What follows belongs to an exercise in optimizing a design on an open flow for small area and a short achievable clock period; a production flow would make more cautious choices. Where RTL was checked, it was by simulation tests only, not by an equivalence proof against the original. No activity file was given, so power comes from the tool's default toggle rates.

alpha:
==> flow/design.v <==
`timescale 1ns / 1ps
module sha256_pipe3 ( clk, state, state2, data, hash );
	input clk;
	input [255:0] state, state2;
	input [511:0] data;
	output reg [255:0] hash;
	localparam [31:0] K0 = 32'h428a2f98;
	localparam [31:0] K1 = 32'h71374491;
	localparam [31:0] K2 = 32'hb5c0fbcf;
	function [31:0] f_E0;
		input [31:0] x;
		f_E0 = {x[1:0],x[31:2]} ^ {x[12:0],x[31:13]} ^ {x[21:0],x[31:22]};
	endfunction
	function [31:0] f_E1;
		input [31:0] x;
		f_E1 = {x[5:0],x[31:6]} ^ {x[10:0],x[31:11]} ^ {x[24:0],x[31:25]};
	endfunction
	function [31:0] f_ch;
		input [31:0] x, y, z;
		f_ch = z ^ (x & (y ^ z));
	endfunction
	function [31:0] f_maj;
		input [31:0] x, y, z;
		f_maj = (x & y) | (z & (x | y));
	endfunction
	function [63:0] csa;
		input [31:0] x, y, z;
		begin
			csa[31:0]  = x ^ y ^ z;
			csa[63:32] = {((x[30:0] & y[30:0]) | (z[30:0] & (x[30:0] | y[30:0]))), 1'b0};
		end
	endfunction
	wire [31:0] i_a = state[31:0];
	wire [31:0] i_b = state[63:32];
	wire [31:0] i_c = state[95:64];
	wire [31:0] i_d = state[127:96];
	wire [31:0] i_e = state[159:128];
	wire [31:0] i_f = state[191:160];
	wire [31:0] i_g = state[223:192];
	wire [31:0] i_h = state[255:224];
	wire [31:0] w0 = data[31:0];
	wire [31:0] w1 = data[63:32];
	wire [31:0] w2 = data[95:64];
	wire [63:0] r0_p = csa(i_h, w0, K0);
	wire [63:0] r0_q = csa(r0_p[31:0], r0_p[63:32], f_ch(i_e, i_f, i_g));
	wire [63:0] r0_t = csa(r0_q[31:0], r0_q[63:32], f_E1(i_e));        
	wire [63:0] r0_e = csa(r0_t[31:0], r0_t[63:32], i_d);               
	wire [63:0] r0_u = csa(r0_t[31:0], f_E0(i_a), f_maj(i_a, i_b, i_c));
	wire [63:0] r0_a = csa(r0_u[31:0], r0_u[63:32], r0_t[63:32]);      
	reg [31:0] s1_a, s1_b, s1_c, s1_e, s1_f, s1_h1, s1_h2;
	reg [63:0] s1_e1, s1_a1;
	always @(posedge clk) begin
		s1_a  <= i_a;
		s1_b  <= i_b;
		s1_c  <= i_c;
		s1_e  <= i_e;
		s1_f  <= i_f;
		s1_e1 <= r0_e;
		s1_a1 <= r0_a;
		s1_h1 <= i_g + w1 + K1;
		s1_h2 <= i_f + w2 + K2;
	end
	reg [31:0] s2_a, s2_b, s2_c, s2_e, s2_f, s2_e1, s2_a1, s2_h1, s2_h2;
	always @(posedge clk) begin
		s2_a  <= s1_a;
		s2_b  <= s1_b;
		s2_c  <= s1_c;
		s2_e  <= s1_e;
		s2_f  <= s1_f;
		s2_e1 <= s1_e1[31:0] + s1_e1[63:32];
		s2_a1 <= s1_a1[31:0] + s1_a1[63:32];
		s2_h1 <= s1_h1;
		s2_h2 <= s1_h2;
	end
	wire [31:0] r1_ch = f_ch(s2_e1, s2_e, s2_f);
	wire [63:0] r1_p  = csa(s2_h1, s2_c, r1_ch);
	wire [63:0] r1_e  = csa(r1_p[31:0], r1_p[63:32], f_E1(s2_e1));
	wire [63:0] r1_q  = csa(s2_h1, r1_ch, f_maj(s2_a1, s2_a, s2_b));
	wire [63:0] r1_u  = csa(f_E1(s2_e1), f_E0(s2_a1), r1_q[31:0]);
	wire [63:0] r1_a  = csa(r1_u[31:0], r1_u[63:32], r1_q[63:32]);
	reg [31:0] s3_a, s3_b, s3_e, s3_e1, s3_a1, s3_h2;
	reg [63:0] s3_e2, s3_a2;
	always @(posedge clk) begin
		s3_a  <= s2_a;
		s3_b  <= s2_b;
		s3_e  <= s2_e;
		s3_e1 <= s2_e1;
		s3_a1 <= s2_a1;
		s3_h2 <= s2_h2;
		s3_e2 <= r1_e;
		s3_a2 <= r1_a;
	end
	reg [31:0] s4_a, s4_b, s4_e, s4_e1, s4_a1, s4_h2, s4_e2, s4_a2;
	always @(posedge clk) begin
		s4_a  <= s3_a;
		s4_b  <= s3_b;
		s4_e  <= s3_e;
		s4_e1 <= s3_e1;
		s4_a1 <= s3_a1;
		s4_h2 <= s3_h2;
		s4_e2 <= s3_e2[31:0] + s3_e2[63:32];
		s4_a2 <= s3_a2[31:0] + s3_a2[63:32];
	end
	wire [31:0] r2_ch = f_ch(s4_e2, s4_e1, s4_e);
	wire [63:0] r2_p  = csa(s4_h2, s4_b, r2_ch);
	wire [63:0] r2_e  = csa(r2_p[31:0], r2_p[63:32], f_E1(s4_e2));
	wire [63:0] r2_q  = csa(s4_h2, r2_ch, f_maj(s4_a2, s4_a1, s4_a));
	wire [63:0] r2_u  = csa(f_E1(s4_e2), f_E0(s4_a2), r2_q[31:0]);
	wire [63:0] r2_a  = csa(r2_u[31:0], r2_u[63:32], r2_q[63:32]);
	reg [31:0] s5_a, s5_e, s5_e1, s5_a1, s5_e2, s5_a2;
	reg [63:0] s5_e3, s5_a3;
	always @(posedge clk) begin
		s5_a  <= s4_a;
		s5_e  <= s4_e;
		s5_e1 <= s4_e1;
		s5_a1 <= s4_a1;
		s5_e2 <= s4_e2;
		s5_a2 <= s4_a2;
		s5_e3 <= r2_e;
		s5_a3 <= r2_a;
	end
	reg [31:0] s6_a, s6_e, s6_e1, s6_a1, s6_e2, s6_a2, s6_e3, s6_a3;
	always @(posedge clk) begin
		s6_a  <= s5_a;
		s6_e  <= s5_e;
		s6_e1 <= s5_e1;
		s6_a1 <= s5_a1;
		s6_e2 <= s5_e2;
		s6_a2 <= s5_a2;
		s6_e3 <= s5_e3[31:0] + s5_e3[63:32];
		s6_a3 <= s5_a3[31:0] + s5_a3[63:32];
	end
	reg [255:0] s7;
	always @(posedge clk)
		s7 <= {s6_e, s6_e1, s6_e2, s6_e3, s6_a, s6_a1, s6_a2, s6_a3};
	always @(posedge clk)
		hash <= s7;
endmodule
clock: 4.2 ns
lec_check: 0
cap_margin: 20
core_margin: 2
core_utilization: 40
setup_slack_margin: 1.7
slew_margin: 20
run.sh (not shown) runs the stock make flow with config.mk's settings and CLKGATE_MAP_FILE= SYNTH_SCRIPT=/design/flow/synth_recipe.tcl, a recipe that flattens the netlist after the stock synthesis.
For beta, these inputs were changed with respect to alpha:
-- flow/design.v --
<<< alpha, line 42
	wire [31:0] w1 = data[63:32];
	wire [31:0] w2 = data[95:64];
	wire [63:0] r0_p = csa(i_h, w0, K0);
	wire [63:0] r0_q = csa(r0_p[31:0], r0_p[63:32], f_ch(i_e, i_f, i_g));
	wire [63:0] r0_t = csa(r0_q[31:0], r0_q[63:32], f_E1(i_e));        
	wire [63:0] r0_e = csa(r0_t[31:0], r0_t[63:32], i_d);               
	wire [63:0] r0_u = csa(r0_t[31:0], f_E0(i_a), f_maj(i_a, i_b, i_c));
	wire [63:0] r0_a = csa(r0_u[31:0], r0_u[63:32], r0_t[63:32]);      
	reg [31:0] s1_a, s1_b, s1_c, s1_e, s1_f, s1_h1, s1_h2;
	reg [63:0] s1_e1, s1_a1;
	always @(posedge clk) begin
		s1_a  <= i_a;
>>> beta, line 42
	wire [31:0] w1 = data[63:32];
	wire [31:0] w2 = data[95:64];
	wire [31:0] r0_ch = f_ch(i_e, i_f, i_g);
	wire [31:0] r0_s1 = f_E1(i_e);
	wire [63:0] r0_p  = csa(i_h, w0, K0);                          
	wire [63:0] r0_pd = csa(r0_p[31:0], r0_p[63:32], i_d);
	wire [63:0] r0_q  = csa(r0_pd[31:0], r0_pd[63:32], r0_ch);
	wire [63:0] r0_e  = csa(r0_q[31:0], r0_q[63:32], r0_s1);      
	wire [63:0] r0_v  = csa(r0_p[31:0], r0_p[63:32], r0_ch);
	wire [63:0] r0_w  = csa(f_maj(i_a, i_b, i_c), r0_s1, f_E0(i_a));
	wire [63:0] r0_x  = csa(r0_v[31:0], r0_v[63:32], r0_w[31:0]);
	wire [63:0] r0_a  = csa(r0_x[31:0], r0_x[63:32], r0_w[63:32]);  
	reg [31:0] s1_a, s1_b, s1_c, s1_e, s1_f;
	reg [63:0] s1_e1, s1_a1, s1_h1, s1_h2;
	always @(posedge clk) begin
		s1_a  <= i_a;
<<< alpha, line 58
		s1_e1 <= r0_e;
		s1_a1 <= r0_a;
		s1_h1 <= i_g + w1 + K1;
		s1_h2 <= i_f + w2 + K2;
	end
	reg [31:0] s2_a, s2_b, s2_c, s2_e, s2_f, s2_e1, s2_a1, s2_h1, s2_h2;
>>> beta, line 62
		s1_e1 <= r0_e;
		s1_a1 <= r0_a;
		s1_h1 <= csa(i_g, w1, K1);
		s1_h2 <= csa(i_f, w2, K2);
	end
	reg [31:0] s2_a, s2_b, s2_c, s2_e, s2_f, s2_e1, s2_a1, s2_h1, s2_h2;
<<< alpha, line 70
		s2_e1 <= s1_e1[31:0] + s1_e1[63:32];
		s2_a1 <= s1_a1[31:0] + s1_a1[63:32];
		s2_h1 <= s1_h1;
		s2_h2 <= s1_h2;
	end
	wire [31:0] r1_ch = f_ch(s2_e1, s2_e, s2_f);
>>> beta, line 74
		s2_e1 <= s1_e1[31:0] + s1_e1[63:32];
		s2_a1 <= s1_a1[31:0] + s1_a1[63:32];
		s2_h1 <= s1_h1[31:0] + s1_h1[63:32];
		s2_h2 <= s1_h2[31:0] + s1_h2[63:32];
	end
	wire [31:0] r1_ch = f_ch(s2_e1, s2_e, s2_f);
Results
Between beta and alpha, the die area is higher for beta. Diff alpha -> beta: non-clock buffer count shows a reduction of 9.0%; final-layout clock buffer total went up; met2 wire length has increased. Compared with alpha, in beta power went down by 0.0015 W, setup slack decreased by 120 ps relative to the old numbers.
The RTL of beta was laid out without a check of its function.

## port drivers added, routing unchanged
No port has a modelled driver above. Below, the same layouts with a new extraction and two added sets of constraints.
Step 1, drivers: a clkbuf_16 drives clk and a buf_2 each remaining input, both assumed.
Step 2 also shifts input and output timing later by t, the mid clock arrival at the registers, as if the neighbouring blocks saw the same clock.
a / b / c = ideal ports / drivers / drivers and shift; a / b = the first two.
run | shift t [ns] | setup WS [ns] | slew at the worst register clock pin (ns) | pins driven straight from the clock port
alpha | 0.948 | 1.451 / 1.459 / 0.530 | 0.07 / 0.07 | 1
beta | 0.946 | 1.334 / 1.334 / 0.666 | 0.07 / 0.07 | 1
After both steps every run listed still meets setup and hold. For alpha, which loses most, drivers alone change the setup slack by +0.008 ns; drivers and shift together by -0.921 ns.
